This design comes from an exercise in tuning for small area and a short achievable clock period on the open sky130 flow, not from production work.
At most, simulation tests tie the RTL to the original design; equivalence was not proved.

Design fir, start of the top module:
module fir(
	input			clk_100k,
	input			rst_n,
	input 	signed [8:0]	samp_in,
	output 	signed [8:0]	fir_out
);
==> flow/config.mk <==
export PLATFORM = sky130hd
export DESIGN_NAME = fir
export DESIGN_NICKNAME = fir
export VERILOG_FILES = /design/flow/design.v
export SDC_FILE = /design/flow/constraint.sdc
export NUM_CORES = 4
export LEC_CHECK = 0
export CAP_MARGIN = 20
export CORE_MARGIN = 2
export CORE_UTILIZATION = 65
export SLEW_MARGIN = 20
export SYNTH_HIERARCHICAL = 1
export SYNTH_MINIMUM_KEEP_SIZE = 0
==> flow/constraint.sdc <==
create_clock -name core_clock -period 16.0 [get_ports {clk_100k}]
set_input_delay 3.2000 -clock core_clock [delete_from_list [all_inputs] [get_ports {clk_100k}]]
set_output_delay 3.2000 -clock core_clock [all_outputs]
set_load 0.01 [all_outputs]
standard.sh (not shown) runs the stock make flow with config.mk's settings and CLKGATE_MAP_FILE= SYNTH_SCRIPT=/design/flow/synth_recipe.tcl, a recipe that flattens the netlist after the stock synthesis.
==> flow/flow/run.sh <==
#!/bin/bash
# The standard layout (standard.sh), with repair_timing asked to keep a setup margin:
# the constraints are unchanged, the margin only makes the timing repair work harder.
set -euo pipefail
MARGIN=${MARGIN:-11}
sed "s|\"\${@:-finish}\"|SETUP_SLACK_MARGIN=$MARGIN \"\${@:-finish}\"|" standard.sh > margin.sh
grep -q "SETUP_SLACK_MARGIN=$MARGIN" margin.sh
bash margin.sh > layout.log 2>&1
Next try:
==> flow/run.sh (new file) <==
#!/bin/bash
# synth_recipe.tcl (not shown) runs the flow's synth.tcl, then flattens the netlist and writes it again
# the make line also repeats each setting of config.mk as NAME=value (left out here)
make -C /OpenROAD-flow-scripts/flow DESIGN_CONFIG=/design/flow/config.mk WORK_HOME=/design/flow/orfs CLKGATE_MAP_FILE= SYNTH_SCRIPT=/design/flow/synth_recipe.tcl finish
removed: flow/flow/run.sh
removed: flow/standard.sh
The new run passed the timing, DRC and antenna checks.
Wire length is lower by 3.1%.
Setup slack got worse by 570 ps.
Non-clock buffer count is lower by 64.
Sequential cell count is unchanged.
No functional check of the RTL was part of any run of this note.

---

Another version of the RTL of fir (not shown whole).
Size: ~1,900 cells after synthesis, ~250 flip-flops, about 20 I/O pins, roughly 23,000 um2 of cells after synthesis.
Settings: LEC_CHECK=0, ABC_AREA=1, CAP_MARGIN=20, CORE_MARGIN=2, CORE_UTILIZATION=65, CTS_BUF_LIST=sky130_fd_sc_hd__clkbuf_8, CTS_CLUSTER_DIAMETER=60, CTS_CLUSTER_SIZE=16, SLEW_MARGIN=20, SYNTH_HIERARCHICAL=1, SYNTH_MINIMUM_KEEP_SIZE=0, TNS_END_PERCENT=10; clock period 16.0 ns.
==> flow/flow/run.sh <==
#!/bin/bash
# The standard layout (standard.sh), with repair_timing asked to keep a setup margin:
# the constraints are unchanged, the margin only makes the timing repair work harder.
set -euo pipefail
MARGIN=${MARGIN:-11.3}
sed "s|\"\${@:-finish}\"|SETUP_SLACK_MARGIN=$MARGIN \"\${@:-finish}\"|" standard.sh > margin.sh
grep -q "SETUP_SLACK_MARGIN=$MARGIN" margin.sh
bash margin.sh > layout.log 2>&1
The starting point ran to the end with no violations.
Rerun with:
--- a/flow/flow/run.sh
+++ b/flow/flow/run.sh
@@ -4,3 +4,3 @@
 set -euo pipefail
-MARGIN=${MARGIN:-11.3}
+MARGIN=${MARGIN:-11}
 sed "s|\"\${@:-finish}\"|SETUP_SLACK_MARGIN=$MARGIN \"\${@:-finish}\"|" standard.sh > margin.sh
- ABC_AREA: 1 -> unset
- CORE_UTILIZATION: 65 -> 75
- CTS_CLUSTER_SIZE: 16 -> 20
Final area decreases by 3.5%.
Clock skew decreases by 0.020 ns.
Worst setup slack gets worse by 0.14 ns.
Routed wire length increases by 1.3%.
Non-clock buffer count increases by 20.

---

## job 7302
fir, a different RTL version from the one above (not shown whole).
For scale: about 1300 cells after synthesis, ~240 flip-flops, roughly 20 I/O pins, ~0.021 sq mm of cells after synthesis.
clock: 16.0 ns
lec_check: 0
cap_margin: 20
core_margin: 2
core_utilization: 65
slew_margin: 20
synth_hierarchical: 1
synth_minimum_keep_size: 0
run.sh (not shown) runs the stock make flow with config.mk's settings and CLKGATE_MAP_FILE= SYNTH_SCRIPT=/design/flow/synth_recipe.tcl, a recipe that flattens the netlist after the stock synthesis.
Stock flow here: none of the scripts above is used.
Job 7302 finished every step from synthesis to the final layout, and the layout passed the timing, DRC and antenna checks.
The inputs of job 3061 differ from those of job 7302 as listed below.
# job 7302
export LEC_CHECK = 0
export CAP_MARGIN = 20
export CORE_MARGIN = 2
export CORE_UTILIZATION = 65
export SLEW_MARGIN = 20
export SYNTH_HIERARCHICAL = 1
export SYNTH_MINIMUM_KEEP_SIZE = 0
create_clock -name core_clock -period 16.0 [get_ports {clk_100k}]
# job 3061
export LEC_CHECK = 0
export CAP_MARGIN = 20
export CORE_MARGIN = 2
export CORE_UTILIZATION = 40
export SLEW_MARGIN = 20
export SYNTH_HIERARCHICAL = 1
export SYNTH_MINIMUM_KEEP_SIZE = 0
create_clock -name core_clock -period 16.0 [get_ports {clk_100k}]
Findings:
- Delta(global-route usage, job 3061 - job 7302) < 0
- Job 7302 has a lower count of standard-cell rows than job 3061.
- Job 7302 and job 3061 ended up with nearly the same longest individual stage delay on the worst path.
- Diff job 7302 -> job 3061: number of standard cells after synthesis held steady, wire length shows an increase of about 6%, clock latency at the later pin of the worst-skew pair shows no meaningful change.
Function was not checked in any run of this note: the RTL went through the layout flow alone.

==> re-timing with driven ports <==
The flow's constraints put no driver on any port. The routed layouts listed below were extracted and timed again, unchanged, in two steps. Step 1 (the two cells are an assumption about what drives the block):
set clk [get_ports {clk_100k}]
set_driving_cell -lib_cell sky130_fd_sc_hd__clkbuf_16 $clk
set_driving_cell -lib_cell sky130_fd_sc_hd__buf_2 [delete_from_list [all_inputs] $clk]
Step 2 adds t to the input delays and takes it off the output delays; t is the mean of the earliest and latest rising clock arrival at the registers after step 1. Input paths then give back, and output paths get back, about the clock's delay inside the block. a / b / c = ideal / step 1 / step 2; a / b = the first two.
run	shift t [ns]	slack for setup (ns)	worst setup path at the end	slew at the worst register clock pin (ns)	worst slew at a driven data input, ns
the first run of note 1	0.625	10.414 / 10.357 / 10.497	input to register	0.07 / 0.07	0.05
the second run of note 1	0.599	9.842 / 9.785 / 10.027	register to register	0.07 / 0.07	0.05
the first run of note 2	0.675	10.741 / 10.740 / 10.112	input to register	0.10 / 0.10	0.05
the second run of note 2	0.651	10.606 / 10.604 / 9.953	input to register	0.12 / 0.12	0.06
job 7302	0.603	8.377 / 8.377 / 8.377	register to register	0.07 / 0.07	0.05
job 3061	0.617	8.329 / 8.329 / 8.329	register to register	0.06 / 0.06	0.05
After both steps setup and hold are still met in every run listed. The setup slack of the second run of note 2, which loses most, moves by -0.002 ns with the drivers and by -0.653 ns with both steps.
